Background: an optimization exercise with open tools, aiming at small area. Do not read the settings as production practice. In this exercise RTL edits were held to simulation tests only and were not proved equivalent to the original. The clock cells of runs 7 and 8 come from the design's own scripts or RTL, not from TritonCTS. The clock input has no modelled driver; a real chip could not lean on it and would need a root buffer or a full tree. Power and IR drop assume default switching activity.

===== design/flow/flow/run.sh =====
#!/bin/bash
set -euo pipefail
W=$(pwd)
F=$W/flow

{
  echo 'proc abc {args} {'
  echo '  set i [lsearch $args -script]'
  echo "  if {\$i >= 0} { lset args [expr {\$i+1}] $F/area.abc }"
  echo '  yosys abc {*}$args'
  echo '}'
  cat "$W/synth_recipe.tcl"
} > "$W/own_synth.tcl"

export REMOVE_ABC_BUFFERS=1
export BUFFER_PORTS_ARGS="-buffer_cell sky130_fd_sc_hd__buf_1"
export CTS_ARGS="-sink_clustering_enable -repair_clock_nets -dont_use_dummy_load -buf_list {sky130_fd_sc_hd__clkbuf_4}"

make -C "$FLOW_HOME" DESIGN_CONFIG="$W/config.mk" WORK_HOME="$W/orfs" CLKGATE_MAP_FILE= \
  SYNTH_SCRIPT="$W/own_synth.tcl" finish > "$W/make.log" 2>&1

R=$W/orfs/results/sky130hd/riscv8bit/base
: # left out here: write the final layout as DEF

===== design/flow/flow/area.abc =====
strash
&get -n
&st
&dch
&nf -R 1000
&put

===== design/flow/standard.sh =====
#!/bin/bash
# synth_recipe.tcl (not shown) runs the flow's synth.tcl, then flattens the netlist and writes it again
# the make line also repeats each setting of config.mk as NAME=value (left out here)
make -C /OpenROAD-flow-scripts/flow DESIGN_CONFIG=/design/flow/config.mk WORK_HOME=/design/flow/orfs CLKGATE_MAP_FILE= SYNTH_SCRIPT=/design/flow/synth_recipe.tcl "${@:-finish}"

===== design/flow/config.mk =====
export PLATFORM = sky130hd
export DESIGN_NAME = riscv8bit
export DESIGN_NICKNAME = riscv8bit
export VERILOG_FILES = /design/flow/design.v
export SDC_FILE = /design/flow/constraint.sdc
export NUM_CORES = 4
export LEC_CHECK = 0
export ABC_AREA = 1
export CAP_MARGIN = 20
export CORE_MARGIN = 2
export CORE_UTILIZATION = 65
export GPL_TIMING_DRIVEN = 0
export SLEW_MARGIN = 20

===== design/flow/constraint.sdc =====
create_clock -name core_clock -period 5.0 [get_ports {clk}]
set_input_delay 1.0000 -clock core_clock [delete_from_list [all_inputs] [get_ports {clk}]]
set_output_delay 1.0000 -clock core_clock [all_outputs]
set_load 0.01 [all_outputs]

===== design/flow/design.v =====
`timescale 1ns / 1ps
module riscv8bit(
	output wire [7:0] data_from_ram,
	output wire mem_read_from_idandex,
	output wire mem_write_from_idandex,
	output wire [7:0] alu_result_from_idandex,
	output wire [7:0] write_data_to_memory,
	input wire [7:0] ram_data,
	output wire [7:0] pc_increment_address,
	input wire [15:0] instruction_input,
	input wire rst,
	input wire rst_registerfile,
	input wire clk
);
assign data_from_ram = ram_data;
reg [7:0] pc;
always @(posedge clk)
	pc <= rst ? 8'd0 : pc + 8'd1;
assign pc_increment_address = pc;
reg [7:0] s1_res_n, s1_a_n;  reg [2:0] s1_rd;  reg s1_we, s1_m;
reg [7:0] s2_res_n, s2_a_n;  reg [2:0] s2_rd;  reg s2_we, s2_m;
reg       s2_v;
reg [7:0] s3_res, s3_a;  reg [2:0] s3_rd;  reg s3_we, s3_m;
wire s3_mr = s3_we & s3_m;
wire s3_mw = ~s3_we & s3_m;
reg [63:0] rf;
wire [7:0] wdata = s3_m ? ram_data : s3_res;
wire       wen   = s3_we & ~rst;
genvar gi;
generate
	for (gi = 0; gi < 8; gi = gi + 1) begin : g_rf
		wire sel  = wen & (s3_rd == gi);
		wire hold = ~sel & ~rst_registerfile;
		always @(posedge clk)
			rf[gi*8 +: 8] <= ({8{sel}} & wdata) | ({8{hold}} & rf[gi*8 +: 8]);
	end
endgenerate
wire [4:0] op = {instruction_input[15:14] & {2{~rst}}, instruction_input[13:11]};
wire [2:0] ra = instruction_input[10:8] & {3{~rst}};
wire [2:0] rb = instruction_input[7:5];
wire [7:0] k  = instruction_input[7:0];
reg [7:0] ra_q, rb_q;
integer i;
always @(*) begin
	ra_q = 8'd0;
	rb_q = 8'd0;
	for (i = 0; i < 8; i = i + 1) begin
		ra_q = ra_q | ({8{ra == i}} & rf[i*8 +: 8]);
		rb_q = rb_q | ({8{rb == i}} & rf[i*8 +: 8]);
	end
end
wire [7:0] a = ra_q & {8{~rst_registerfile}};
wire [7:0] b = op[4] ? (rb_q & {8{~rst_registerfile}}) : k;
wire is_i  = ~op[4] &  op[3];
wire is_r2 =  op[4] & ~op[3];
wire is_r1 =  op[4] &  op[3];
wire is_ir = is_i | is_r2;
wire f_arith = is_ir & (op[2:1] == 2'b00);
wire f_and   = is_ir & (op[2:0] == 3'b010);
wire f_or    = is_ir & (op[2:0] == 3'b011);
wire f_xor   = is_r2 & (op[2:0] == 3'b110);
wire f_b     = is_i  & op[2] & ~(op[1] & op[0]);
wire f_not   = is_r1 & (op[2:0] == 3'b100);
wire f_shl   = is_r1 & (op[2:0] == 3'b101);
wire f_shr   = is_r1 & (op[2:0] == 3'b110);
wire sub     = f_arith & op[0];
wire l0 = sub | f_not;                         
wire l1 = (f_arith & ~sub) | f_or | f_xor | f_b | f_not;  
wire l2 = (f_arith & ~sub) | f_or | f_xor;     
wire l3 = sub | f_and | f_or | f_b;            
wire [8:0] c;
wire [7:0] p;
assign c[0] = sub;
genvar gk;
generate
	for (gk = 0; gk < 8; gk = gk + 1) begin : g_alu
		assign p[gk]   = a[gk] ? (b[gk] ? l3 : l2) : (b[gk] ? l1 : l0);
		assign c[gk+1] = p[gk] ? c[gk] : (a[gk] & f_arith);
	end
endgenerate
wire [7:0] res = (p ^ c[7:0])
               | ({8{f_shl}} & {a[6:0], 1'b0})
               | ({8{f_shr}} & {1'b0, a[7:1]});
wire c_m  = is_i & op[2] & (op[1] ^ op[0]);    
wire c_we = (op[4] | op[3]) & ~(is_i & (op[2:0] == 3'b110));
always @(posedge clk) begin
	s1_res_n <= ~res;  s1_a_n <= ~a;  s1_rd <= ra;
	s1_we  <= c_we; s1_m <= c_m;
	s2_res_n <= s1_res_n; s2_a_n <= s1_a_n; s2_rd <= s1_rd;
	s2_we  <= s1_we;  s2_m <= s1_m;
	s2_v   <= ~rst;
	s3_rd  <= s2_rd;
	if (rst | ~s2_v) begin
		s3_res <= 8'd0; s3_a <= 8'd0;
		s3_we  <= 1'b0; s3_m <= 1'b0;
	end else begin
		s3_res <= ~s2_res_n; s3_a <= ~s2_a_n;
		s3_we  <= s2_we;  s3_m <= s2_m;
	end
end
assign alu_result_from_idandex = s3_res;
assign mem_read_from_idandex   = s3_mr;
assign mem_write_from_idandex  = s3_mw;
assign write_data_to_memory    = s3_a;
endmodule

==> results of run 1 <==
-- area by class of cell --
type                       count  area (sq um)  area share
tap                          102           128      0.0222
multi-input combinational    407          2500       0.435
clock buffer                  17           128      0.0222
inverter                       7          28.8     0.00502
timing repair buffer          61           234      0.0408
sequential                   136          2720       0.474
-- final timing paths --
kind	slack (ns)	depth (start not counted)	to	from
max	0.23	24	s1_res_n[7]	instruction_input[5]
max reg2reg	0.98	21	s1_res_n[7]	rf[16]
min reg2reg	0.30	0	s2_a_n[5]	s1_a_n[5]
min	0.30	0	s2_a_n[5]	s1_a_n[5]
-- power by group through the flow --
stage               logic, mW  clock network [mW]  registers, mW
global placement        0.129                   0           1.15
finish                  0.145               0.476           1.12
global route            0.158               0.523           1.13
CTS                     0.136               0.479           1.12
floorplan              0.0788                   0           1.15
detailed placement      0.134                   0           1.15
-- metrics by stage --
stage,instances,util
2_1_floorplan,550,-
3_3_place_gp,712,0.712
3_5_place_dp,712,0.712
4_1_cts,730,0.731
5_1_grt,730,0.739
6_report,730,0.739
-- per-layer routing --
layer	share of wire	up-vias	routed length (um)	global-route usage
met5	0	-	0	0
met3	0.11	44	1610	0.0835
met1	0.42	2191	5990	0.458
met4	0.031	0	438	0.130
met2	0.44	313	6210	0.499
li1	-	2179	-	-
-- cells by family after synthesis --
kind of cell	after synthesis	share of synthesized area
fa+ha+maj	9	0.0215
simple gates	195	0.163
flops	136	0.520
compound gates	168	0.215
mux	24	0.0458
xor+xnor	11	0.0184
buf+inv	15	0.0165
-- cells in the mapped netlist (all sizes together), types with 8 or more instances --
| master | number |
|---|---|
| a222oi | 13 |
| a22oi | 13 |
| mux2i | 24 |
| nor2b | 9 |
| a221oi | 15 |
| nand2 | 94 |
| nor2 | 44 |
| o21ai | 75 |
| a22o | 17 |
| buf | 8 |
| and3 | 9 |
| nand3 | 18 |
| ha | 9 |
| dfxtp | 136 |
-- what timing repair did --
item,in CTS,in global routing
buffers inserted,1,0
resized for setup,4,16
hold endpoints to repair,0,0
endpoints found under the setup margin,3,2
-- registers in the layout, summed over array words and instances, names as in the netlist, 3 cells and up --
signal,flops
rf,64
s3_a,8
s1_res_n,8
s3_res,8
s2_res_n,8
s3_rd,3
s1_a_n,8
s1_rd,3
s2_rd,3
pc,8
s2_a_n,8
-- critical path, stage by stage --
cell and delay (ns):
buf_1 0.20, nor3_1 0.89, a222oi_1 0.17, nand4_1 0.18, a221o_1 0.14, a22oi_1 0.11
mux2i_1 0.19, o22ai_2 0.23, nand2_1 0.10, o21ai_1 0.15, nor2_1 0.08, nor2_2 0.19
nand2_1 0.08, o21ai_0 0.13, nand2b_1 0.18, o31a_1 0.19, nand2_1 0.06, o21ai_0 0.11
nand2b_1 0.16, o31a_1 0.16, nand2_1 0.08, o21a_1 0.14, xor2_1 0.19, nor2_1 0.06
==> results.yml, run 1 <==
sta:
  period_minus_slack_ns: 4.77
  final_max_slew_viol_count: 0
  holdWs_ns: 0.301
  setup_slack_ns: 0.226
  worstMarginPinSlew_ns: 1.05
  fin_tns_setup_ns: 0
  final.period_utilization: 0.955
  clock_skew_ns: 0.0468
  finalHoldViolCount: 0
  maxSlewHeadroom: 0.296
  fmax_ghz: 0.209
  finalSetupViolCount: 0
synthesis:
  synth.distinct_cells: 32
  synth_seq_cells: 136
  synth_area_leaders: "dfxtp_1, o21ai_0, nand2_1"
  async_flop_share: 0
  synth-seq-area-share: 0.520
  yosys.area.top_type_share: 0.520
  synthCells: 558
  avgSynthCellArea_sq_um: 9.39
  synth_top_cell_by_area: "dfxtp_1"
  netlist_area_sq_mm: 0.00524
  yosys_warnings: 1
  synth_ff_type: "dfxtp_1"
  synth_edf_count: 0
floorplanning:
  core_region_area_sq_mm: 0.00777
  start_util: 0.675
  die_w_um: 93.8
  die_h_um: 93.8
  die_area_sq_mm: 0.00880
  ios: 61
  std_cell_rows: 32
worst_hold_path:
  hp-class: "flip-flop to flip-flop"
clock_network:
  clkLatencyLatePin_ns: 0.52
  ctsLongestPathBuffers: 2
  clock_sinks: 136
  cts_made_buffers: 17
  holdBufCountCts: 0
  cts_tree: "done"
  cts_max_level: 4
  cts_root_buffer: "clkbuf_4"
  path_clk_slew_ns: 0.12
global_routing:
  grt_max_degree: 18
  antenna_found_initial: 0
  grt_pass1_wl_mm: 21.9
  grt_remaining_overflow: 0
  grt.total_usage: 0.331
  grt_pass1_vias: 4208
setup_path:
  crit_arrival_ns: 5.16
  critPathLaunchType: "input pin"
  endpoint_kind: "flip-flop"
  cp_max_fo: 9
  path_class: "input pin to flip-flop"
  critPathRequiredTime_ns: 5.39
power_and_ir_drop:
  power_frac_seq: 0.644
  p_int_mw: 1.31
  power_leakage_nw: 2.08
  p_comb_frac: 0.083
  p_per_area_mw_per_mm2: 304
  swShare: 0.248
  power.switching_mw: 0.434
  vdd_drop_max_mv: 0.240
  p_clk_frac: 0.273
  power_mw: 1.74
placement:
  gp_congestion: 0.993
  port_buffers: 60
  placed_area_sq_mm: 0.00553
  dp_slack_ns: -1.26
  dp_hpwl_mm: 10.3
drt:
  vias_per_cell: 6.48
  wl_per_cell_um: 19.5
  route.vias.total: 4727
  drc: 0
  wirelength_mm: 14.2
  drt_iter0_drc: 689
  first_pass_iters: 9
  ant_nets: 0
finish:
  fillers: 603
  layout.nets: 666
  diodes: 0
  fin_area_sq_mm: 0.00574
  drive_gt1_frac: 0.0541
  area_growth_pct: 9.50
  final_cell_mix: "dfxtp_1, nand2_1, o21ai_0"
  layout_commonest_cell: "dfxtp_1"
flow_run:
  drv_cap: 0
run_status:
  outcome: "no timing/DRC/antenna violations"
==> inputs of run 2 (changes only) <==
--- a/design/flow/flow/run.sh
+++ b/design/flow/flow/run.sh
@@ -15,4 +15,5 @@
 export REMOVE_ABC_BUFFERS=1
 export BUFFER_PORTS_ARGS="-buffer_cell sky130_fd_sc_hd__buf_1"
+export POST_CTS_TCL="$F/post_cts.tcl"
 export CTS_ARGS="-sink_clustering_enable -repair_clock_nets -dont_use_dummy_load -buf_list {sky130_fd_sc_hd__clkbuf_4}"
 
==> design/flow/flow/area.abc (replaced) <==
strash
dc2
&get -n
&st
&dch -f
&nf -R 1000
&put
==> design/flow/flow/post_cts.tcl (new file) <==
set target [expr {[info exists ::env(MY_CLK_SLEW_TARGET)] ? $::env(MY_CLK_SLEW_TARGET) : 0.105}]
set_propagated_clock [all_clocks]
estimate_parasitics -placement
set changed 0
foreach inst [get_cells clkbuf_*] {
  set cell [get_name [get_lib_cells -of_objects $inst]]
  set bigger [dict create sky130_fd_sc_hd__clkbuf_1 sky130_fd_sc_hd__clkbuf_2 sky130_fd_sc_hd__clkbuf_2 sky130_fd_sc_hd__clkbuf_4 sky130_fd_sc_hd__clkbuf_4 sky130_fd_sc_hd__clkbuf_8 sky130_fd_sc_hd__clkbuf_8 sky130_fd_sc_hd__clkbuf_16]
  if {![dict exists $bigger $cell]} { continue }
  set worst 0
  foreach out [get_pins -of_objects $inst -filter "direction==output"] {
    foreach p [get_pins -of_objects [get_nets -of_objects $out] -filter "direction==input"] {
      set s [get_property $p slew_max]
      if {$s > $worst} { set worst $s }
    }
  }
  if {$worst > $target} {
    puts "clock buffer [get_name $inst]: load slew $worst > $target, $cell -> [dict get $bigger $cell]"
    replace_cell $inst [dict get $bigger $cell]
    incr changed
  }
}
if {$changed > 0} {
  detailed_placement
  estimate_parasitics -placement
}
--- a/design/flow/config.mk
+++ b/design/flow/config.mk
@@ -9,5 +9,5 @@
 export CAP_MARGIN = 20
 export CORE_MARGIN = 2
-export CORE_UTILIZATION = 65
+export CORE_UTILIZATION = 40
 export GPL_TIMING_DRIVEN = 0
 export SLEW_MARGIN = 20
==> results.yml, run 2 <==
global_routing:
  antenna_found_initial: 0
  grt_pass1_wl_mm: 25.1
  grt.total_usage: 0.239
  grt_pass1_vias: 4467
  grt_remaining_overflow: 0
  grt_max_degree: 18
drt:
  ant_nets: 0
  drc: 0
  wl_per_cell_um: 20.3
  first_pass_iters: 6
  vias_per_cell: 6.01
  drt_iter0_drc: 816
  wirelength_mm: 16.5
  route.vias.total: 4901
setup_path:
  endpoint_kind: "flip-flop"
  path_class: "input pin to flip-flop"
  critPathRequiredTime_ns: 5.34
  critPathLaunchType: "input pin"
  cp_top_family: "compound AO/OA/AOI/OAI gates"
  cp_slowest_stage_delay_ns: 0.36
  crit_arrival_ns: 4.98
  cp_slowest_cell: "ha_1"
  cp_cell_sequence: "clkbuf_4 > inv_4 > nand2_4 > clkinv_1 > ha_1 > nor2_1 > o21ai_0 > nand3_1 > mux2_1 > a21oi_2 > nor2_1 > a31oi_1 > nor2b_1 > a21o_1 > a22oi_1 > o22ai_1 > a22o_1 > nor2b_1 > a31oi_2 > mux2i_1 > xor2_1 > a21oi_1"
  cp_max_fo: 13
  r2r_start: "rf[16]"
  crit_buf_inv: 3
  startpoint: "rst"
finish:
  fillers: 1275
  drive_gt1_frac: 0.110
  final_cell_mix: "dfxtp_1, nand2_1, o21ai_0"
  largest_register_ffs: 64
  fin_area_sq_mm: 0.00604
  diodes: 0
  area_growth_pct: 16.7
  largest-register: "rf"
  layout_commonest_cell: "dfxtp_1"
  layout.nets: 681
synthesis:
  yosys.area.top_type_share: 0.526
  synth_area_leaders: "dfxtp_1, o21ai_0, nand2_1"
  async_flop_share: 0
  synth_most_common_cell: "dfxtp_1"
  synth_ff_type: "dfxtp_1"
  avgSynthCellArea_sq_um: 9.28
  synth_seq_cells: 136
  synth.distinct_cells: 34
  synth_top_cell_by_area: "dfxtp_1"
  netlist_area_sq_mm: 0.00517
  yosys_warnings: 1
  synth_edf_count: 0
  synthCells: 557
  synth-seq-area-share: 0.526
  synthTopCellsByCount: "dfxtp_1, nand2_1, o21ai_0"
floorplanning:
  die_h_um: 118
  start_util: 0.410
  die_w_um: 118
  die_area_sq_mm: 0.0139
  std_cell_rows: 41
  core_region_area_sq_mm: 0.0126
  ios: 61
sta:
  final.period_utilization: 0.929
  maxSlewHeadroom: 0.185
  period_minus_slack_ns: 4.64
  rsz0062_at_grt: "false"
  worstMarginPinSlew_ns: 1.22
  final_max_slew_viol_count: 0
  holdWs_ns: 0.299
  clock_skew_ns: 0.0330
  finalSetupViolCount: 0
  finalHoldViolCount: 0
  fmax_ghz: 0.215
placement:
  gp_congestion: 0.913
  dp_hpwl_mm: 10.9
  placed_area_sq_mm: 0.00559
  port_buffers: 60
run_status:
  outcome: "no timing/DRC/antenna violations"
power_and_ir_drop:
  p_int_mw: 1.33
  power.switching_mw: 0.440
  vdd_drop_max_mv: 0.150
  p_comb_frac: 0.090
  swShare: 0.249
  power_leakage_nw: 2.11
  p_clk_frac: 0.279
  power_frac_seq: 0.631
  p_per_area_mw_per_mm2: 293
clock_network:
  cts_tree: "done"
  clock_sinks: 136
  clkLatencyLatePin_ns: 0.42
  path_clk_slew_ns: 0.10
flow_run:
  drv_cap: 0
worst_hold_path:
  worst_hold_startpoint: "s1_res_n[4]"
  hp-class: "flip-flop to flip-flop"
-- run 2: per-layer routing --
| metal | vias up | wire [um] | global-route usage |
|---|---|---|---|
| met5 | - | 0 | 0 |
| met4 | 0 | 637 | 0.119 |
| met3 | 55 | 2050 | 0.0746 |
| met2 | 332 | 6950 | 0.338 |
| met1 | 2280 | 6890 | 0.330 |
| li1 | 2234 | - | - |
-- run 2: logic make-up (layout without fill, tap and decap cells) --
group	after synthesis	after routing	synth area share
fa+ha+maj	9	9	0.0218
flops	136	136	0.526
simple gates	181	181	0.158
compound gates	190	190	0.236
buf+inv	21	107	0.0211
mux	12	12	0.0235
xor+xnor	8	8	0.0136
-- run 2: final cells by class --
type,instances,area [sq um],area share
clock buffers,17,140,0.0232
inverters,13,51.3,0.00850
repair buffers,77,363,0.0601
well taps,172,215,0.0357
multi-input cells,400,2540,0.421
flip-flops and latches,136,2720,0.451
-- run 2: final timing paths --
path                               endpoint  depth (start not counted)  slack [ns]
worst max register to register  s1_res_n[7]                         18        1.24
worst min-delay path            s2_res_n[4]                          0        0.30
worst max-delay path            s1_res_n[7]                         22        0.36
worst min register to register  s2_res_n[4]                          0        0.30
-- run 2: per-stage QoR --
| step | utilization | std cells | total power [mW] | worst slack (ns) | setup TNS [ns] |
|---|---|---|---|---|---|
| after detailed placement | 0.443 | 781 | 1.27 | -1.66 | -7.50 |
| after global routing | 0.478 | 815 | 1.85 | 0.0515 | 0 |
| after global placement | 0.440 | 781 | 1.27 | -1.57 | -7.06 |
| after floorplan | - | 549 | 1.21 | 0.183 | 0 |
| final | 0.478 | 815 | 1.77 | 0.356 | 0 |
-- run 2: power groups by stage --
stage | clock network, mW | registers [mW] | logic, mW
after floorplan | 0 | 1.14 | 0.0671
after global placement | 0 | 1.14 | 0.126
after detailed placement | 0 | 1.14 | 0.130
after global routing | 0.557 | 1.12 | 0.170
final | 0.492 | 1.12 | 0.160
==> inputs of run 3 (changes only) <==
==> design/flow/flow/area.abc (replaced) <==
strash
&get -n
&st
&dch
&nf -R 1000
&put
--- a/design/flow/flow/post_cts.tcl
+++ b/design/flow/flow/post_cts.tcl
@@ -1,3 +1,3 @@
-set target [expr {[info exists ::env(MY_CLK_SLEW_TARGET)] ? $::env(MY_CLK_SLEW_TARGET) : 0.105}]
+set target [expr {[info exists ::env(MY_CLK_SLEW_TARGET)] ? $::env(MY_CLK_SLEW_TARGET) : 0.115}]
 set_propagated_clock [all_clocks]
 estimate_parasitics -placement
--- a/design/flow/config.mk
+++ b/design/flow/config.mk
@@ -9,5 +9,5 @@
 export CAP_MARGIN = 20
 export CORE_MARGIN = 2
-export CORE_UTILIZATION = 40
+export CORE_UTILIZATION = 55
 export GPL_TIMING_DRIVEN = 0
 export SLEW_MARGIN = 20
==> results.yml, run 3 <==
worst_hold_path:
  hp-class: "flip-flop to flip-flop"
drt:
  first_pass_iters: 8
  wl_per_cell_um: 18.6
  drc: 0
  route.vias.total: 4599
  vias_per_cell: 6.08
  wirelength_mm: 14.1
  ant_nets: 0
  drt_iter0_drc: 610
placement:
  dp_hpwl_mm: 10.3
  port_buffers: 60
  gp_congestion: 0.982
  placed_area_sq_mm: 0.00557
  dp_slack_ns: -1.15
synthesis:
  synth_seq_cells: 136
  synth_ff_type: "dfxtp_1"
  async_flop_share: 0
  netlist_area_sq_mm: 0.00524
  synth_top_cell_by_area: "dfxtp_1"
  synthCells: 558
  synth_most_common_cell: "dfxtp_1"
  synthTopCellsByCount: "dfxtp_1, nand2_1, o21ai_0"
  yosys.area.top_type_share: 0.520
  yosys_warnings: 1
  synth_area_leaders: "dfxtp_1, o21ai_0, nand2_1"
  synth_edf_count: 0
  avgSynthCellArea_sq_um: 9.39
  synth-seq-area-share: 0.520
  synth.distinct_cells: 32
sta:
  finalHoldViolCount: 0
  worstMarginPinSlew_ns: 1.05
  clock_skew_ns: 0.0366
  period_minus_slack_ns: 4.71
  setup_slack_ns: 0.291
  fmax_ghz: 0.212
  finalSetupViolCount: 0
  final_max_slew_viol_count: 0
  holdWs_ns: 0.296
  maxSlewHeadroom: 0.293
  final.period_utilization: 0.942
global_routing:
  antenna_found_initial: 0
  grt_remaining_overflow: 0
  grt_max_degree: 18
  grt.total_usage: 0.284
  grt_pass1_vias: 4120
  grt_pass1_wl_mm: 22.0
finish:
  fin_util: 0.629
  layout.nets: 666
  largest_register_ffs: 64
  diodes: 0
  layout_commonest_cell: "dfxtp_1"
  area_growth_pct: 10.8
  drive_gt1_frac: 0.0589
  final_cell_mix: "dfxtp_1, nand2_1, o21ai_0"
  largest-register: "rf"
  fin_area_sq_mm: 0.00581
power_and_ir_drop:
  p_per_area_mw_per_mm2: 307
  power_mw: 1.79
  power_leakage_nw: 2.09
  vdd_drop_max_mv: 0.183
flow_run:
  drv_cap: 0
setup_path:
  crit_arrival_ns: 4.99
  critPathLaunchType: "input pin"
  path_class: "input pin to flip-flop"
  endpoint_kind: "flip-flop"
  critPathRequiredTime_ns: 5.28
  cp_max_fo: 9
clock_network:
  clock_sinks: 136
  path_clk_slew_ns: 0.11
  cts_tree: "done"
  clkLatencyLatePin_ns: 0.41
floorplanning:
  die_h_um: 102
  die_w_um: 102
  ios: 61
  die_area_sq_mm: 0.0103
  start_util: 0.567
  std_cell_rows: 35
  core_region_area_sq_mm: 0.00924
run_status:
  outcome: "no timing/DRC/antenna violations"
==> run 3: changes by cell type after synthesis, moves of 4 or more <==
cell / previous run / this run
a21oi_1: 30 / 7
a222oi_1: 25 / 13
a22o_1: 6 / 17
a31o_1: 0 / 6
a31oi_1: 18 / 6
clkinv_1: 13 / 7
mux2i_1: 11 / 24
nand2_1: 101 / 94
nand2b_1: 0 / 4
nand3_1: 5 / 18
nor2_1: 30 / 44
nor3b_1: 7 / 3
o22ai_1: 1 / 7
xnor2_1: 1 / 7
==> run 3: final timing paths <==
check | startpoint | depth (start not counted) | to | slack (ns)
min reg2reg | s1_a_n[5] | 0 | s2_a_n[5] | 0.30
min | s1_a_n[5] | 0 | s2_a_n[5] | 0.30
max | instruction_input[5] | 23 | s1_res_n[7] | 0.29
max reg2reg | rf[8] | 21 | s1_res_n[7] | 1.14
==> run 3: cells by family (layout without fill, tap and decap cells) <==
logic type               count (synthesis)  count (layout)  synth area share
XOR/XNOR                                11              11            0.0184
AO/OA/AOI/OAI                          168             168             0.215
adder cells (fa/ha/maj)                  9               9            0.0215
flip-flops                             136             136             0.520
AND/OR/NAND/NOR                        195             195             0.163
buffers and inverters                   15              85            0.0165
multiplexers                            24              24            0.0458
==> run 3: layer usage <==
metal,vias to the layer above,GRT usage,share of wire
li1,2181,-,-
met1,2127,0.394,0.44
met3,22,0.0980,0.11
met5,-,0,0
met2,269,0.415,0.42
met4,0,0.0936,0.023
==> run 3: area by class of cell <==
| class | count | area [sq um] |
|---|---|---|
| fillers | 847 | 3430 |
| flip-flops and latches | 136 | 2720 |
| multi-input cells | 407 | 2510 |
| repair buffers | 61 | 235 |
| well taps | 129 | 161 |
| clock buffers | 17 | 153 |
| inverters | 7 | 28.8 |
==> run 3: critical path: stages <==
cell	delay, ns
buf_1	0.34
nor3b_2	0.20
a222oi_1	0.43
nand4_1	0.13
a221o_1	0.32
a22oi_1	0.29
mux2i_1	0.26
o22ai_2	0.12
o21ai_1	0.21
nor2_1	0.06
nor2_1	0.19
nand2_1	0.07
o21ai_0	0.10
nand2b_1	0.15
o31a_1	0.17
nand2_1	0.06
o21ai_0	0.10
nand2b_1	0.17
o31a_1	0.16
nand2_1	0.07
o21a_1	0.14
xor2_1	0.17
nor2_1	0.06
==> run 3: through the flow <==
stage                     cells  TNS (ns)
after floorplan             550         0
final                       757         0
after detailed placement    739     -3.43
after global placement      739     -2.91
after global routing        757   -0.0269
==> run 3: power breakdown <==
part | internal (mW) | total, mW | switching, mW | leakage, nW
registers | 1.11 | 1.12 | 0.0123 | 1.11
clock network | 0.192 | 0.516 | 0.324 | 0.0886
logic | 0.0446 | 0.145 | 0.101 | 0.900
total | 1.35 | 1.79 | 0.437 | 2.09
==> inputs of run 4 (changes only) <==
--- a/design/flow/design.v
+++ b/design/flow/design.v
@@ -18,5 +18,5 @@
 	pc <= rst ? 8'd0 : pc + 8'd1;
 assign pc_increment_address = pc;
-reg [7:0] s1_res_n, s1_a_n;  reg [2:0] s1_rd;  reg s1_we, s1_m;
+reg [7:0] s1_p, s1_a_n;  reg s1_c1, s1_ar;  reg [2:0] s1_rd;  reg s1_we, s1_m;
 reg [7:0] s2_res_n, s2_a_n;  reg [2:0] s2_rd;  reg s2_we, s2_m;
 reg       s2_v;
@@ -69,23 +69,30 @@
 wire l2 = (f_arith & ~sub) | f_or | f_xor;     
 wire l3 = sub | f_and | f_or | f_b;            
-wire [8:0] c;
 wire [7:0] p;
-assign c[0] = sub;
 genvar gk;
 generate
 	for (gk = 0; gk < 8; gk = gk + 1) begin : g_alu
-		assign p[gk]   = a[gk] ? (b[gk] ? l3 : l2) : (b[gk] ? l1 : l0);
-		assign c[gk+1] = p[gk] ? c[gk] : (a[gk] & f_arith);
+		assign p[gk] = a[gk] ? (b[gk] ? l3 : l2) : (b[gk] ? l1 : l0);
 	end
 endgenerate
-wire [7:0] res = (p ^ c[7:0])
-               | ({8{f_shl}} & {a[6:0], 1'b0})
-               | ({8{f_shr}} & {1'b0, a[7:1]});
+wire [7:0] pp = p | ({8{f_shl}} & {a[6:0], 1'b0})
+                  | ({8{f_shr}} & {1'b0, a[7:1]});
+wire       c1 = p[0] ? sub : (a[0] & f_arith);
+wire [7:0] s1_a = ~s1_a_n;
+wire [8:1] c;
+assign c[1] = s1_c1;
+generate
+	for (gk = 1; gk < 8; gk = gk + 1) begin : g_carry
+		assign c[gk+1] = s1_p[gk] ? c[gk] : (s1_a[gk] & s1_ar);
+	end
+endgenerate
+wire [7:0] res = {s1_p[7:1] ^ c[7:1], s1_p[0]};
 wire c_m  = is_i & op[2] & (op[1] ^ op[0]);    
 wire c_we = (op[4] | op[3]) & ~(is_i & (op[2:0] == 3'b110));
 always @(posedge clk) begin
-	s1_res_n <= ~res;  s1_a_n <= ~a;  s1_rd <= ra;
+	s1_p <= {pp[7:1], pp[0] ^ sub};  s1_c1 <= c1;  s1_ar <= f_arith;
+	s1_a_n <= ~a;  s1_rd <= ra;
 	s1_we  <= c_we; s1_m <= c_m;
-	s2_res_n <= s1_res_n; s2_a_n <= s1_a_n; s2_rd <= s1_rd;
+	s2_res_n <= ~res; s2_a_n <= s1_a_n; s2_rd <= s1_rd;
 	s2_we  <= s1_we;  s2_m <= s1_m;
 	s2_v   <= ~rst;
--- a/design/flow/flow/post_cts.tcl
+++ b/design/flow/flow/post_cts.tcl
@@ -1,3 +1,3 @@
-set target [expr {[info exists ::env(MY_CLK_SLEW_TARGET)] ? $::env(MY_CLK_SLEW_TARGET) : 0.115}]
+set target [expr {[info exists ::env(MY_CLK_SLEW_TARGET)] ? $::env(MY_CLK_SLEW_TARGET) : 0.105}]
 set_propagated_clock [all_clocks]
 estimate_parasitics -placement
--- a/design/flow/config.mk
+++ b/design/flow/config.mk
@@ -9,5 +9,5 @@
 export CAP_MARGIN = 20
 export CORE_MARGIN = 2
-export CORE_UTILIZATION = 55
+export CORE_UTILIZATION = 65
 export GPL_TIMING_DRIVEN = 0
 export SLEW_MARGIN = 20
==> results.yml, run 4 <==
finish:
  area_growth_pct: 8.56
  layout_commonest_cell: "dfxtp_1"
  layout.nets: 676
  final_cells: 740
  largest-register: "rf"
  diodes: 0
  final_cell_mix: "dfxtp_1, nand2_1, o21ai_0"
  drive_gt1_frac: 0.0298
  largest_register_ffs: 64
sta:
  fmax_ghz: 0.211
  maxSlewHeadroom: 0.198
  final_max_slew_viol_count: 0
  worstMarginPinSlew_ns: 1.20
  clock_skew_ns: 0.0315
  finalSetupViolCount: 0
  rsz0062_at_grt: "false"
  period_minus_slack_ns: 4.75
  fin_tns_setup_ns: 0
  final.period_utilization: 0.949
  finalHoldViolCount: 0
global_routing:
  grt.total_usage: 0.341
  grt_remaining_overflow: 0
  grtUsageMet3: 0.0886
  grtUsageMet2: 0.520
  grt_pass1_vias: 4351
  antenna_found_initial: 0
  grt_max_degree: 18
  grt_pass1_wl_mm: 22.5
  grtUsageMet1: 0.469
  grt.busiest_layer: "met2"
setup_path:
  startpoint: "rst"
  cp_max_fo: 12
  path_class: "input pin to flip-flop"
  critPathLaunchType: "input pin"
  r2r_start: "rf[16]"
  endpoint_kind: "flip-flop"
  crit_arrival_ns: 5.07
  ff2ff_path_depth: 9
  critPathRequiredTime_ns: 5.32
synthesis:
  synth_seq_cells: 138
  yosys.area.top_type_share: 0.519
  synth_area_leaders: "dfxtp_1, o21ai_0, nand2_1"
  synth-seq-area-share: 0.519
  yosys.area_share.simple: 0.161
  synthMuxAreaShare: 0.0440
  synthXorXnorAreaFrac: 0.0230
  avgSynthCellArea_sq_um: 9.35
  synth_ff_type: "dfxtp_1"
  yosys_warnings: 1
  netlist_area_sq_mm: 0.00532
  synthTopCellsByCount: "dfxtp_1, nand2_1, o21ai_0"
  synth_compound_area_frac: 0.211
  synthAdderAreaFrac: 0.0212
  async_flop_share: 0
  synth.distinct_cells: 35
  synth_most_common_cell: "dfxtp_1"
  synthCells: 569
  synth_top_cell_by_area: "dfxtp_1"
  synth_edf_count: 0
  synth_top_family_by_area: "compound AO/OA/AOI/OAI gates"
floorplanning:
  start_util: 0.678
  die_h_um: 94.5
  die_w_um: 94.5
  die_area_sq_mm: 0.00892
  ios: 61
  core_region_area_sq_mm: 0.00785
  std_cell_rows: 32
power_and_ir_drop:
  p_per_area_mw_per_mm2: 309
  vdd_drop_max_mv: 0.186
  power_leakage_nw: 2.02
clock_network:
  cts_tree: "done"
  path_clk_slew_ns: 0.10
  clock_sinks: 138
  clkLatencyLatePin_ns: 0.42
drt:
  wirelength_mm: 14.5
  first_pass_iters: 6
  ant_nets: 0
  wl_per_cell_um: 19.6
  vias_per_cell: 6.47
  drc: 0
  route.vias.total: 4789
  drt_iter0_drc: 647
run_status:
  outcome: "no timing/DRC/antenna violations"
worst_hold_path:
  worst_hold_startpoint: "s1_a_n[2]"
  whs_path_depth: 0
  hp-class: "flip-flop to flip-flop"
placement:
  gp_congestion: 0.964
  dp_hpwl_mm: 10.3
  port_buffers: 60
  dp_cells: 723
flow_run:
  drv_cap: 0
## run 4: changes by cell type in the layout (fill, tap and decap cells not counted), moves of 5 or more
cell	previous run	this run
nand2_1	92	97
o22ai_1	6	0
a22oi_1	12	20
a21oi_1	7	17
clkinv_1	5	13
nor2_1	43	36
## run 4: logic make-up (layout without fill, tap and decap cells)
kind of cell,after synthesis,in the layout
XOR/XNOR,14,14
AND/OR/NAND/NOR,192,192
multiplexers,23,23
buffers and inverters,21,90
adder cells (fa/ha/maj),9,9
flip-flops,138,138
AO/OA/AOI/OAI,172,172
## run 4: layout make-up
type | instances | area [sq um]
Sequential cell | 138 | 2760
Multi-Input combinational cell | 410 | 2460
Fill cell | 626 | 2070
Timing Repair Buffer | 60 | 225
Clock buffer | 17 | 153
Tap cell | 102 | 128
Inverter | 13 | 48.8
## run 4: final timing paths
check,slack (ns),to
setup / recovery,0.25,s1_p[0]
hold / removal,0.31,s2_a_n[2]
setup reg to reg,2.51,s1_p[0]
hold reg to reg,0.31,s2_a_n[2]
## run 4: critical path, cell delays in order
cell and delay (ns):
buf_1 0.40, clkinv_1 0.44, nand2_1 0.47, ha_1 0.31, nor2b_1 0.15, and2_0 0.22
clkinv_1 0.08, o21ai_0 0.34, a311oi_1 1.00, mux2_1 0.25, a21oi_1 0.07, a21oi_1 0.19
xnor2_1 0.14
## run 4: report_power, final
part | internal, mW | switching, mW
Combinational | 0.0369 | 0.0879
Clock | 0.192 | 0.336
Sequential | 1.12 | 0.0135
Total | 1.35 | 0.437
## run 4: routing by layer
metal  up-vias  wire [um]
met4         0        423
met2       333       6350
met3        40       1900
met5         -          0
li1       2209          -
met1      2207       5810
## run 4: per-stage QoR
stage	hold WS [ns]	instance area [sq um]	utilization	worst slack [ns]	total power, mW
after detailed placement	0.313	5610	0.715	-0.0407	1.28
after global routing	0.314	5780	0.736	0.0672	1.85
after global placement	0.310	5610	0.715	0.175	1.27
final	0.312	5780	0.736	0.254	1.79
after floorplan	0.310	5260	-	1.47	1.22
==> inputs of run 5 (changes only) <==
==> design/flow/flow/area.abc (replaced) <==
strash
dc2
&get -n
&st
&dch -f
&nf -R 1000
&put
==> results.yml, run 5 <==
setup_path:
  endpoint_kind: "flip-flop"
  cp_slowest_stage_delay_ns: 0.70
  crit_arrival_ns: 4.66
  r2r_start: "s1_ar"
  cp_num_cells: 13
  crit_buf_inv: 3
  rrSetupSlack_ns: 2.70
  cp_cell_sequence: "buf_1 > clkinv_1 > nand2_1 > ha_1 > nor2b_1 > nand2_1 > clkinv_1 > a21oi_1 > and3_1 > mux2i_1 > o21ai_0 > nand2_1 > xnor2_1"
  cp_top_family: "simple AND/OR/NAND/NOR gates"
  ff2ff_path_depth: 10
  critPathRequiredTime_ns: 5.28
  cp_slowest_cell: "a21oi_1"
  critPathLaunchType: "input pin"
  rr_endpoint: "s2_res_n[7]"
  path_class: "input pin to flip-flop"
  cp_max_fo: 13
  cp_common_cell: "nand2_1"
sta:
  final.period_utilization: 0.875
  period_minus_slack_ns: 4.37
  finalSetupViolCount: 0
  fin_tns_setup_ns: 0
  final_max_slew_viol_count: 0
  finalHoldViolCount: 0
  clock_skew_ns: 0.0306
  maxSlewHeadroom: 0.269
  fmax_ghz: 0.229
  worstMarginPinSlew_ns: 1.09
  rsz0062_at_grt: "false"
floorplanning:
  die_h_um: 93.6
  start_util: 0.671
  std_cell_rows: 32
  ios: 61
  die_w_um: 93.6
  core_region_area_sq_mm: 0.00777
  die_area_sq_mm: 0.00875
power_and_ir_drop:
  vdd_drop_max_mv: 0.201
  power_leakage_nw: 1.92
  power_mw: 1.79
  p_per_area_mw_per_mm2: 314
global_routing:
  grt_pass1_wl_mm: 23.0
  grt.total_usage: 0.347
  antenna_found_initial: 0
  grt_remaining_overflow: 0
  grt_pass1_vias: 4504
  grt_max_degree: 18
synthesis:
  yosys.area.top_type_share: 0.530
  synth.distinct_cells: 31
  synthCells: 556
  synth_edf_count: 0
  synthTopCellsByCount: "dfxtp_1, nand2_1, o21ai_0"
  synth_area_leaders: "dfxtp_1, o21ai_0, nand2_1"
  async_flop_share: 0
  synth-seq-area-share: 0.530
  avgSynthCellArea_sq_um: 9.37
  netlist_area_sq_mm: 0.00521
  synth_most_common_cell: "dfxtp_1"
  synth_top_cell_by_area: "dfxtp_1"
  yosys_warnings: 1
  synth_ff_type: "dfxtp_1"
  synth_seq_cells: 138
placement:
  dp_hpwl_mm: 10.3
  dp_cells: 710
  gp_congestion: 0.947
  port_buffers: 60
run_status:
  outcome: "no timing/DRC/antenna violations"
flow_run:
  drv_cap: 0
clock_network:
  clock_sinks: 138
  clkLatencyLatePin_ns: 0.42
  cts_tree: "done"
  path_clk_slew_ns: 0.07
drt:
  drt_iter0_drc: 992
  ant_nets: 0
  vias_per_cell: 6.71
  route.vias.total: 4881
  wirelength_mm: 14.9
  first_pass_iters: 11
  wl_per_cell_um: 20.5
  drc: 0
finish:
  final_cell_mix: "dfxtp_1, nand2_1, o21ai_0"
  drive_gt1_frac: 0.0400
  layout.nets: 663
  largest-register: "rf"
  largest_register_ffs: 64
  final_cells: 727
  layout_commonest_cell: "dfxtp_1"
  diodes: 0
  area_growth_pct: 9.43
worst_hold_path:
  whs_path_depth: 0
  hp-class: "flip-flop to flip-flop"
  worst_hold_startpoint: "s2_rd[1]"
  holdPathEnd: "s3_rd[1]"
run 5: area by class of cell:
class                      instances  area (sq um)
clock buffer                      17           159
fill                             616          2060
inverter                          15          56.3
multi-input combinational        395          2370
sequential                       138          2760
tap                              102           128
timing repair buffer              60           225
run 5: kinds of logic (layout without fill, tap and decap cells):
kind of cell,after synthesis,in the layout,synth area share
AO/OA/AOI/OAI,198,198,0.239
AND/OR/NAND/NOR,169,169,0.152
flip-flops,138,138,0.530
buffers and inverters,23,92,0.0223
multiplexers,12,12,0.0235
adder cells (fa/ha/maj),9,9,0.0216
XOR/XNOR,7,7,0.0118
run 5: per-stage QoR:
step / instance area (sq um) / util / hold slack, ns / setup WS (ns)
final: 5700 / 0.734 / 0.330 / 0.625
after global routing: 5700 / 0.734 / 0.338 / 0.426
after detailed placement: 5530 / 0.711 / 0.315 / 0.357
after global placement: 5510 / 0.709 / 0.310 / 0.505
after floorplan: 5150 / - / 0.310 / 1.89
run 5: metal layers:
layer,GRT usage,up-vias,part of all wire
met5,0,-,0
met3,0.0830,76,0.12
met4,0.179,0,0.045
met2,0.543,393,0.45
li1,-,2206,-
met1,0.449,2206,0.38
run 5: worst reg2reg max path, cell delays in order (launching register included):
cell	delay, ns
dfxtp_1	0.37
nor3b_1	0.16
a21oi_1	0.23
mux2i_1	0.16
nand2_1	0.09
o21ai_0	0.13
and2_0	0.20
o21ai_0	0.20
o21ai_0	0.17
mux2_1	0.33
xnor2_1	0.13
run 5: how the worst max path moves through the flow:
stage / startpoint / endpoint / slack (ns)
6_report: rst / s1_p[0] / 0.63
5_1_grt: rst / s1_p[0] / 0.43
3_5_place_dp: rst / s1_p[0] / 0.36
3_3_place_gp: rst / s1_p[0] / 0.51
2_1_floorplan: rst / s1_p[0] / 1.89
run 5: where the power goes:
group          total (mW)  internal, mW  switching (mW)  leakage, nW
Clock               0.530         0.200           0.330       0.0912
Sequential           1.14          1.12          0.0139         1.12
Combinational       0.126        0.0335          0.0926        0.708
==> inputs of run 6 (changes only) <==
--- a/design/flow/flow/run.sh
+++ b/design/flow/flow/run.sh
@@ -1,3 +1,9 @@
 #!/bin/bash
+# Own layout flow: the standard ORFS flow with these changes.
+#  2. Port buffers are the smallest buffer (buf_1) instead of the default.
+#  4. Buffers that synthesis put on pass-through wires are removed at
+#     floorplan (REMOVE_ABC_BUFFERS); port buffering adds the port buffers.
+# Every tool's full output goes to orfs/logs (ORFS's own per-step logs) and
+# to make.log / def.log in this folder.
 set -euo pipefail
 W=$(pwd)
==> results.yml, run 6 <==
drt:
  drt_iter0_drc: 992
  route.vias.total: 4881
  wirelength_mm: 14.9
  vias_per_cell: 6.71
  wl_per_cell_um: 20.5
  ant_nets: 0
  first_pass_iters: 11
  drc: 0
setup_path:
  path_class: "input pin to flip-flop"
  cp_slowest_stage_delay_ns: 0.70
  cp_common_cell: "nand2_1"
  rrSetupSlack_ns: 2.70
  rr_endpoint: "s2_res_n[7]"
  cp_max_fo: 13
  startpoint: "rst"
  critPathLaunchType: "input pin"
  r2r_start: "s1_ar"
  cp_top_family: "simple AND/OR/NAND/NOR gates"
  crit_buf_inv: 3
  crit_end: "s1_p[0]"
  cp_num_cells: 13
  endpoint_kind: "flip-flop"
  crit_arrival_ns: 4.66
  cp_slowest_cell: "a21oi_1"
  ff2ff_path_depth: 10
  critPathRequiredTime_ns: 5.28
  cp_cell_sequence: "buf_1 > clkinv_1 > nand2_1 > ha_1 > nor2b_1 > nand2_1 > clkinv_1 > a21oi_1 > and3_1 > mux2i_1 > o21ai_0 > nand2_1 > xnor2_1"
synthesis:
  synth.distinct_cells: 31
  synth_top_cell_by_area: "dfxtp_1"
  avgSynthCellArea_sq_um: 9.37
  netlist_area_sq_mm: 0.00521
  yosys.area.top_type_share: 0.530
  synth_edf_count: 0
  synth_ff_type: "dfxtp_1"
  yosys_warnings: 1
  synth-seq-area-share: 0.530
  synth_seq_cells: 138
  synth_area_leaders: "dfxtp_1, o21ai_0, nand2_1"
  synth_most_common_cell: "dfxtp_1"
  synthCells: 556
  async_flop_share: 0
  synthTopCellsByCount: "dfxtp_1, nand2_1, o21ai_0"
power_and_ir_drop:
  power_leakage_nw: 1.92
  vdd_drop_max_mv: 0.201
  p_per_area_mw_per_mm2: 314
placement:
  dp_hpwl_mm: 10.3
  gp_congestion: 0.947
  port_buffers: 60
floorplanning:
  core_region_area_sq_mm: 0.00777
  start_util: 0.671
  std_cell_rows: 32
  die_w_um: 93.6
  die_area_sq_mm: 0.00875
  die_h_um: 93.6
  ios: 61
clock_network:
  cts_tree: "done"
  clkLatencyLatePin_ns: 0.42
  path_clk_slew_ns: 0.07
  clock_sinks: 138
global_routing:
  grt_max_degree: 18
  antenna_found_initial: 0
  grt.total_usage: 0.347
  grt_pass1_vias: 4504
  grt_remaining_overflow: 0
  grt_pass1_wl_mm: 23.0
sta:
  final.period_utilization: 0.875
  fin_tns_setup_ns: 0
  period_minus_slack_ns: 4.37
  worstMarginPinSlew_ns: 1.09
  finalHoldViolCount: 0
  maxSlewHeadroom: 0.269
  final_max_slew_viol_count: 0
  finalSetupViolCount: 0
  rsz0062_at_grt: "false"
  clock_skew_ns: 0.0306
  fmax_ghz: 0.229
finish:
  fin_util: 0.734
  drive_gt1_frac: 0.0400
  final_cell_mix: "dfxtp_1, nand2_1, o21ai_0"
  largest_register_ffs: 64
  diodes: 0
  layout_commonest_cell: "dfxtp_1"
  layout.nets: 663
  fillers: 616
  multi_input_area_sq_mm: 0.00237
  area_growth_pct: 9.43
  regArea_sq_mm: 0.00276
  largest-register: "rf"
run_status:
  outcome: "no timing/DRC/antenna violations"
worst_hold_path:
  hp-class: "flip-flop to flip-flop"
flow_run:
  drv_cap: 0
## run 6: worst min-delay path by stage
stage	start	to	cells after the start
after floorplan	s1_a_n[0]	s2_a_n[0]	0
after global placement	s2_rd[1]	s3_rd[1]	0
after detailed placement	s2_rd[0]	s3_rd[0]	0
after global routing	s1_rd[1]	s2_rd[1]	0
final	s2_rd[1]	s3_rd[1]	0
## run 6: cell type report
type,count,area share
Sequential cell,138,0.484
Multi-Input combinational cell,395,0.416
Timing Repair Buffer,60,0.0395
Tap cell,102,0.0224
Inverter,15,0.00987
Clock buffer,17,0.0279
## run 6: stage by stage
stage               hold slack, ns  area, sq um  power, mW  std cells  setup WS [ns]
floorplan                    0.310         5150       1.22        548           1.89
detailed placement           0.315         5530       1.28        710          0.357
global route                 0.338         5700       1.85        727          0.426
global placement             0.310         5510       1.27        710          0.505
finish                       0.330         5700       1.79        727          0.625
## run 6: layer usage
metal,vias to the layer above,global-route usage,routed length (um),share of wire
li1,2206,-,-,-
met1,2206,0.449,5740,0.38
met2,393,0.543,6720,0.45
met3,76,0.0830,1780,0.12
met4,0,0.179,677,0.045
met5,-,0,0,0
## run 6: cell families (layout without fill, tap and decap cells)
logic type | after synthesis | in the layout | share of synthesized area
AOI/OAI and AO/OA | 198 | 198 | 0.239
muxes | 12 | 12 | 0.0235
and+or+nand+nor | 169 | 169 | 0.152
adders and majority gates | 9 | 9 | 0.0216
xor gates and xnor gates | 7 | 7 | 0.0118
DFF | 138 | 138 | 0.530
buffers and inverters | 23 | 92 | 0.0223
## run 6: report_power, final
part | internal, mW | total [mW] | switching [mW]
sequential | 1.12 | 1.14 | 0.0139
combinational | 0.0335 | 0.126 | 0.0926
clock | 0.200 | 0.530 | 0.330
total | 1.36 | 1.79 | 0.436
==> inputs of run 7 (changes only) <==
--- a/design/flow/flow/run.sh
+++ b/design/flow/flow/run.sh
@@ -21,4 +21,7 @@
 export REMOVE_ABC_BUFFERS=1
 export BUFFER_PORTS_ARGS="-buffer_cell sky130_fd_sc_hd__buf_1"
+export PRE_CTS_TCL="$F/pre_cts.tcl"
+export MY_CLKLEAVES=8 MY_CLKROOTS=1
+export MY_CLKBUF=sky130_fd_sc_hd__clkbuf_8 MY_CLKROOTBUF=sky130_fd_sc_hd__clkbuf_8
 export POST_CTS_TCL="$F/post_cts.tcl"
 export CTS_ARGS="-sink_clustering_enable -repair_clock_nets -dont_use_dummy_load -buf_list {sky130_fd_sc_hd__clkbuf_4}"
--- a/design/flow/flow/post_cts.tcl
+++ b/design/flow/flow/post_cts.tcl
@@ -1,3 +1,3 @@
-set target [expr {[info exists ::env(MY_CLK_SLEW_TARGET)] ? $::env(MY_CLK_SLEW_TARGET) : 0.105}]
+set target [expr {[info exists ::env(MY_CLK_SLEW_TARGET)] ? $::env(MY_CLK_SLEW_TARGET) : 0.115}]
 set_propagated_clock [all_clocks]
 estimate_parasitics -placement
==> design/flow/flow/pre_cts.tcl (new file) <==
proc mcts_env {name default} {
  if {[info exists ::env($name)]} { return $::env($name) }
  return $default
}
set mcts_leaf_cell [mcts_env MY_CLKBUF sky130_fd_sc_hd__clkbuf_4]
set mcts_root_cell [mcts_env MY_CLKROOTBUF sky130_fd_sc_hd__clkbuf_4]
set mcts_leaves [mcts_env MY_CLKLEAVES 8]
set mcts_roots [mcts_env MY_CLKROOTS 2]

set block [ord::get_db_block]
set clknet [$block findNet clk]
set sinks {}
foreach it [$clknet getITerms] {
  set bb [[$it getInst] getBBox]
  lappend sinks [list $it [expr {([$bb xMin] + [$bb xMax]) / 2}] [expr {([$bb yMin] + [$bb yMax]) / 2}]]
}
proc mcts_halves {lst axis} {
  set s [lsort -integer -index [expr {$axis + 1}] $lst]
  set h [expr {[llength $s] / 2}]
  return [list [lrange $s 0 [expr {$h - 1}]] [lrange $s $h end]]
}
set groups [list $sinks]
set axis 1
while {[llength $groups] < $mcts_leaves} {
  set axis [expr {1 - $axis}]
  set ng {}
  foreach g $groups { foreach h [mcts_halves $g $axis] { lappend ng $h } }
  set groups $ng
}
proc mcts_buffer {block master name innet pins} {
  # pins: list of {iterm x y}; returns {x y} of the new buffer
  set buf [odb::dbInst_create $block $master $name]
  set net [odb::dbNet_create $block "${name}_net"]
  $net setSigType CLOCK
  [$buf findITerm A] connect $innet
  [$buf findITerm X] connect $net
  set sx 0; set sy 0
  foreach s $pins {
    set it [lindex $s 0]
    $it disconnect
    $it connect $net
    incr sx [lindex $s 1]; incr sy [lindex $s 2]
  }
  set n [llength $pins]
  set x [expr {$sx / $n}]; set y [expr {$sy / $n}]
  $buf setLocation $x $y
  $buf setPlacementStatus PLACED
  puts "manual clock tree: $name ([$master getName]) drives $n pins"
  return [list [$buf findITerm A] $x $y]
}
set leaf_master [[ord::get_db] findMaster $mcts_leaf_cell]
set root_master [[ord::get_db] findMaster $mcts_root_cell]
set leafpins {}
set i 0
foreach g $groups {
  lappend leafpins [mcts_buffer $block $leaf_master "clkbuf_leaf$i" $clknet $g]
  incr i
}
if {$mcts_roots > 0} {
  set per [expr {[llength $leafpins] / $mcts_roots}]
  for {set r 0} {$r < $mcts_roots} {incr r} {
    mcts_buffer $block $root_master "clkbuf_root$r" $clknet [lrange $leafpins [expr {$r * $per}] [expr {($r + 1) * $per - 1}]]
  }
}
global_connect
rename clock_tree_synthesis mcts_unused_clock_tree_synthesis
proc clock_tree_synthesis {args} { puts "clock_tree_synthesis skipped: manual clock tree in place" }
==> results.yml, run 7 <==
run_status:
  outcome: "no timing/DRC/antenna violations"
synthesis:
  synthXorXnorAreaFrac: 0.0118
  synth-seq-area-share: 0.530
  synthCells: 556
  avgSynthCellArea_sq_um: 9.37
  async_flop_share: 0
  yosys.area_share.simple: 0.152
  synthTopCellsByCount: "dfxtp_1, nand2_1, o21ai_0"
  netlist_area_sq_mm: 0.00521
  synth_seq_cells: 138
  synth_compound_area_frac: 0.239
  synth_top_cell_by_area: "dfxtp_1"
  synth_most_common_cell: "dfxtp_1"
  synthMuxAreaShare: 0.0235
  yosys_warnings: 1
  yosys.area.top_type_share: 0.530
  synth_edf_count: 0
  synth_area_leaders: "dfxtp_1, o21ai_0, nand2_1"
  synth_top_family_by_area: "compound AO/OA/AOI/OAI gates"
  synth_ff_type: "dfxtp_1"
  synth.distinct_cells: 31
  synthAdderAreaFrac: 0.0216
sta:
  clock_skew_ns: 0.0180
  fin_tns_setup_ns: 0
  fmax_ghz: 0.225
  finalHoldViolCount: 0
  final_max_slew_viol_count: 0
  final.period_utilization: 0.890
  period_minus_slack_ns: 4.45
  worstMarginPinSlew_ns: 1.10
  rsz0062_at_grt: "false"
  finalSetupViolCount: 0
  maxSlewHeadroom: 0.264
floorplanning:
  die_h_um: 93.6
  std_cell_rows: 32
  die_area_sq_mm: 0.00875
  die_w_um: 93.6
  ios: 61
  start_util: 0.671
  core_region_area_sq_mm: 0.00777
setup_path:
  crit_arrival_ns: 4.68
  cp_slowest_stage_delay_ns: 0.72
  ff2ff_path_depth: 10
  cp_cell_sequence: "buf_1 > clkinv_1 > nand2_1 > ha_1 > nor2b_1 > nand2_1 > clkinv_1 > a21oi_1 > and3_1 > mux2i_1 > o21ai_0 > nand2_1 > xnor2_1"
  endpoint_kind: "flip-flop"
  path_class: "input pin to flip-flop"
  cp_max_fo: 13
  critPathRequiredTime_ns: 5.23
  cp_slowest_cell: "a21oi_1"
  cp_common_cell: "nand2_1"
  critPathLaunchType: "input pin"
global_routing:
  grt_pass1_vias: 4455
  grt.total_usage: 0.333
  antenna_found_initial: 0
  grt_remaining_overflow: 0
  grt_pass1_wl_mm: 22.8
  grt_max_degree: 19
drt:
  wirelength_mm: 14.7
  first_pass_iters: 7
  vias_per_cell: 6.66
  wl_per_cell_um: 20.5
  drc: 0
  route.vias.total: 4790
  ant_nets: 0
  drt_iter0_drc: 806
finish:
  final_cell_mix: "dfxtp_1, nand2_1, o21ai_0"
  fillers: 616
  largest_register_ffs: 64
  drive_gt1_frac: 0.0276
  layout_commonest_cell: "dfxtp_1"
  largest-register: "rf"
  area_growth_pct: 8.98
  diodes: 0
  layout.nets: 655
  fin_util: 0.731
  final_cells: 719
power_and_ir_drop:
  power.switching_mw: 0.414
  power_leakage_nw: 1.90
  p_clk_frac: 0.280
  vdd_drop_max_mv: 0.310
  p_int_mw: 1.34
  p_comb_frac: 0.072
  p_per_area_mw_per_mm2: 308
  swShare: 0.236
  power_frac_seq: 0.649
clock_network:
  clkLatencyLatePin_ns: 0.35
  path_clk_slew_ns: 0.11
worst_hold_path:
  whs_path_depth: 0
  hp-class: "flip-flop to flip-flop"
placement:
  gp_congestion: 0.947
  dp_hpwl_mm: 10.3
  port_buffers: 60
  dp_cells: 710
flow_run:
  drv_cap: 0
==> run 7: layer usage <==
metal	GRT usage	vias up	routed length, um
met5	0	-	0
met4	0.135	0	678
met3	0.0524	77	1720
met2	0.543	363	6690
met1	0.444	2159	5610
li1	-	2191	-
==> run 7: cell type report <==
cell class / instances / area, sq um / area share
buffer: 9 / 135 / 0.0238
inverter: 15 / 56.3 / 0.00991
multi-input combinational: 395 / 2370 / 0.418
sequential: 138 / 2760 / 0.486
tap: 102 / 128 / 0.0225
timing repair buffer: 60 / 225 / 0.0396
==> run 7: kinds of logic after synthesis <==
group / count (synthesis)
AOI/OAI and AO/OA: 198
xor gates and xnor gates: 7
adders and majority gates: 9
buffers and inverters: 23
DFF: 138
muxes: 12
and+or+nand+nor: 169
==> run 7: worst paths after layout <==
check,start,end,slack (ns)
setup reg to reg,s1_ar,s2_res_n[7],2.72
hold reg to reg,s2_rd[0],s3_rd[0],0.33
hold / removal,s2_rd[0],s3_rd[0],0.33
setup / recovery,rst,s1_p[0],0.55
==> run 7: critical path, delay by kind of cell <==
kind | cells | cell delay, ns
adder cells (fa/ha/maj) | 1 | 0.32
multiplexers | 1 | 0.11
buffers and inverters | 3 | 1.02
XOR/XNOR | 1 | 0.13
AO/OA/AOI/OAI | 2 | 0.92
AND/OR/NAND/NOR | 5 | 1.19
==> run 7: metrics by stage <==
step	worst slack (ns)	hold WS [ns]	instance area [sq um]	power [mW]
after floorplan	1.89	0.310	5150	1.22
after global placement	0.505	0.310	5510	1.27
after detailed placement	0.357	0.315	5530	1.28
after global routing	0.362	0.338	5680	1.81
final	0.549	0.325	5680	1.75
==> run 7: power by group through the flow <==
| stage | registers, mW | logic, mW | clock network, mW |
|---|---|---|---|
| after floorplan | 1.16 | 0.0614 | 0 |
| after global placement | 1.16 | 0.114 | 0 |
| after detailed placement | 1.16 | 0.119 | 0 |
| after global routing | 1.14 | 0.135 | 0.534 |
| final | 1.14 | 0.125 | 0.490 |
==> inputs of run 8 (changes only) <==
--- a/design/flow/flow/post_cts.tcl
+++ b/design/flow/flow/post_cts.tcl
@@ -1,3 +1,4 @@
 set target [expr {[info exists ::env(MY_CLK_SLEW_TARGET)] ? $::env(MY_CLK_SLEW_TARGET) : 0.115}]
+set root_target [expr {[info exists ::env(MY_CLK_ROOT_SLEW_TARGET)] ? $::env(MY_CLK_ROOT_SLEW_TARGET) : 0.300}]
 set_propagated_clock [all_clocks]
 estimate_parasitics -placement
@@ -8,12 +9,14 @@
   if {![dict exists $bigger $cell]} { continue }
   set worst 0
+  set limit $target
   foreach out [get_pins -of_objects $inst -filter "direction==output"] {
     foreach p [get_pins -of_objects [get_nets -of_objects $out] -filter "direction==input"] {
+      if {[get_property $p lib_pin_name] != "CLK"} { set limit $root_target }
       set s [get_property $p slew_max]
       if {$s > $worst} { set worst $s }
     }
   }
-  if {$worst > $target} {
-    puts "clock buffer [get_name $inst]: load slew $worst > $target, $cell -> [dict get $bigger $cell]"
+  if {$worst > $limit} {
+    puts "clock buffer [get_name $inst]: load slew $worst > $limit, $cell -> [dict get $bigger $cell]"
     replace_cell $inst [dict get $bigger $cell]
     incr changed
==> results.yml, run 8 <==
run_status:
  outcome: "no timing/DRC/antenna violations"
sta:
  clock_skew_ns: 0.0171
  maxSlewHeadroom: 0.233
  final_max_slew_viol_count: 0
  fmax_ghz: 0.229
  worstMarginPinSlew_ns: 1.15
  finalHoldViolCount: 0
  period_minus_slack_ns: 4.37
  fin_tns_setup_ns: 0
  finalSetupViolCount: 0
  rsz0062_at_grt: "false"
  holdWs_ns: 0.323
  final.period_utilization: 0.875
setup_path:
  crit_buf_inv: 3
  cp_slowest_stage_delay_ns: 0.69
  cp_num_cells: 13
  ff2ff_path_depth: 10
  endpoint_kind: "flip-flop"
  cp_slowest_cell: "a21oi_1"
  crit_arrival_ns: 4.65
  cp_top_family: "simple AND/OR/NAND/NOR gates"
  cp_max_fo: 13
  cp_common_cell: "nand2_1"
  cp_cell_sequence: "buf_1 > clkinv_1 > nand2_1 > ha_1 > nor2b_1 > nand2_1 > clkinv_1 > a21oi_1 > and3_1 > mux2i_1 > o21ai_0 > nand2_1 > xnor2_1"
  critPathLaunchType: "input pin"
  critPathRequiredTime_ns: 5.28
  path_class: "input pin to flip-flop"
global_routing:
  antenna_found_initial: 0
  grt_max_degree: 19
  grt_remaining_overflow: 0
  grt.busiest_layer: "met2"
  grtUsageMet2: 0.541
  grtUsageMet3: 0.0524
  grtUsageMet1: 0.445
  grt.total_usage: 0.333
  grt_pass1_vias: 4460
  grt_pass1_wl_mm: 22.8
placement:
  port_buffers: 60
  gp_congestion: 0.947
  dp_hpwl_mm: 10.3
clock_network:
  clkLatencyLatePin_ns: 0.40
  path_clk_slew_ns: 0.11
synthesis:
  synth_area_leaders: "dfxtp_1, o21ai_0, nand2_1"
  synthCells: 556
  synth_most_common_cell: "dfxtp_1"
  synth_seq_cells: 138
  synthTopCellsByCount: "dfxtp_1, nand2_1, o21ai_0"
  synth_ff_type: "dfxtp_1"
  synth.distinct_cells: 31
  netlist_area_sq_mm: 0.00521
  synth_top_cell_by_area: "dfxtp_1"
  yosys_warnings: 1
  async_flop_share: 0
  synth_edf_count: 0
  yosys.area.top_type_share: 0.530
  avgSynthCellArea_sq_um: 9.37
  synth-seq-area-share: 0.530
finish:
  diodes: 0
  largest_register_ffs: 64
  layout.nets: 655
  final_cell_mix: "dfxtp_1, nand2_1, o21ai_0"
  area_growth_pct: 8.76
  drive_gt1_frac: 0.0276
  layout_commonest_cell: "dfxtp_1"
  largest-register: "rf"
flow_run:
  drv_cap: 0
drt:
  drt_iter0_drc: 875
  ant_nets: 0
  drc: 0
  wl_per_cell_um: 20.5
  route.vias.total: 4792
  wirelength_mm: 14.7
  first_pass_iters: 10
  vias_per_cell: 6.66
floorplanning:
  die_w_um: 93.6
  die_h_um: 93.6
  die_area_sq_mm: 0.00875
  ios: 61
  std_cell_rows: 32
  start_util: 0.671
  core_region_area_sq_mm: 0.00777
power_and_ir_drop:
  p_per_area_mw_per_mm2: 306
  power_leakage_nw: 1.89
  vdd_drop_max_mv: 0.305
worst_hold_path:
  hp-class: "flip-flop to flip-flop"
  whs_path_depth: 0
-- run 8: metrics by stage --
stage	util	power [mW]	std cells	instance area (sq um)	worst slack, ns
global route	0.730	1.79	719	5670	0.409
global placement	0.709	1.27	710	5510	0.505
floorplan	-	1.22	548	5150	1.89
detailed placement	0.711	1.28	710	5530	0.357
finish	0.730	1.74	719	5670	0.627
-- run 8: worst paths after layout --
check	to	slack [ns]	startpoint
setup / recovery	s1_p[0]	0.63	rst
hold / removal	s3_rd[0]	0.32	s2_rd[0]
setup reg to reg	s2_res_n[7]	2.72	s1_ar
hold reg to reg	s3_rd[0]	0.32	s2_rd[0]
-- run 8: kinds of logic (layout without fill, tap and decap cells) --
family	after synthesis	after routing	synth area share
AO/OA/AOI/OAI	198	198	0.239
AND/OR/NAND/NOR	169	169	0.152
flip-flops	138	138	0.530
buffers and inverters	23	84	0.0223
multiplexers	12	12	0.0235
adder cells (fa/ha/maj)	9	9	0.0216
XOR/XNOR	7	7	0.0118
-- run 8: layer usage --
metal	routed length, um	vias up
met5	0	-
met4	685	0
met3	1680	73
met2	6640	342
met1	5720	2189
li1	-	2188
-- run 8: cell type report --
class / instances / area [sq um]
Buffer: 9 / 124
Fill cell: 617 / 2100
Inverter: 15 / 56.3
Multi-Input combinational cell: 395 / 2370
Sequential cell: 138 / 2760
Tap cell: 102 / 128
Timing Repair Buffer: 60 / 225
-- run 8: where the power goes --
part | switching, mW | internal [mW]
logic | 0.0924 | 0.0335
registers | 0.0138 | 1.12
clock network | 0.310 | 0.163
total | 0.416 | 1.32

==> separate check: timing with driven ports <==
The flow's constraints put no driver on any port. The routed layouts listed below were extracted and timed again, unchanged, in two steps. Step 1 (the two cells are an assumption about what drives the block):
set clk [get_ports {clk}]
set_driving_cell -lib_cell sky130_fd_sc_hd__clkbuf_16 $clk
set_driving_cell -lib_cell sky130_fd_sc_hd__buf_2 [delete_from_list [all_inputs] $clk]
Step 2, shift: input delay + t, output delay - t, t = (earliest + latest rising clock arrival at the registers) / 2. This alone moves slack from input paths to output paths. Slacks: ideal ports / drivers / drivers and shift; pairs: ideal ports / drivers.
run	t (ns)	setup slack, ns	worst setup path at the end	clock arrival spread, ns	cell pins on the clock port's net
run 1	0.526	0.226 / 0.238 / -0.289	input to register	0.046 / 0.047	1
run 2	0.438	0.356 / 0.364 / -0.074	input to register	0.033 / 0.033	1
run 3	0.425	0.291 / 0.302 / -0.123	input to register	0.036 / 0.037	1
run 4	0.439	0.254 / 0.262 / -0.177	input to register	0.032 / 0.032	1
run 5	0.438	0.625 / 0.636 / 0.198	input to register	0.033 / 0.033	1
run 6	0.438	0.625 / 0.636 / 0.198	input to register	0.033 / 0.033	1
run 7	0.376	0.549 / 0.561 / 0.185	input to register	0.019 / 0.019	1
run 8	0.420	0.627 / 0.635 / 0.214	input to register	0.018 / 0.017	1
Met with ideal ports but missed after step 2: setup timing in run 1, run 2, run 3 and run 4. For run 1, which loses most, drivers alone change the setup slack by +0.012 ns; drivers and shift together by -0.515 ns.
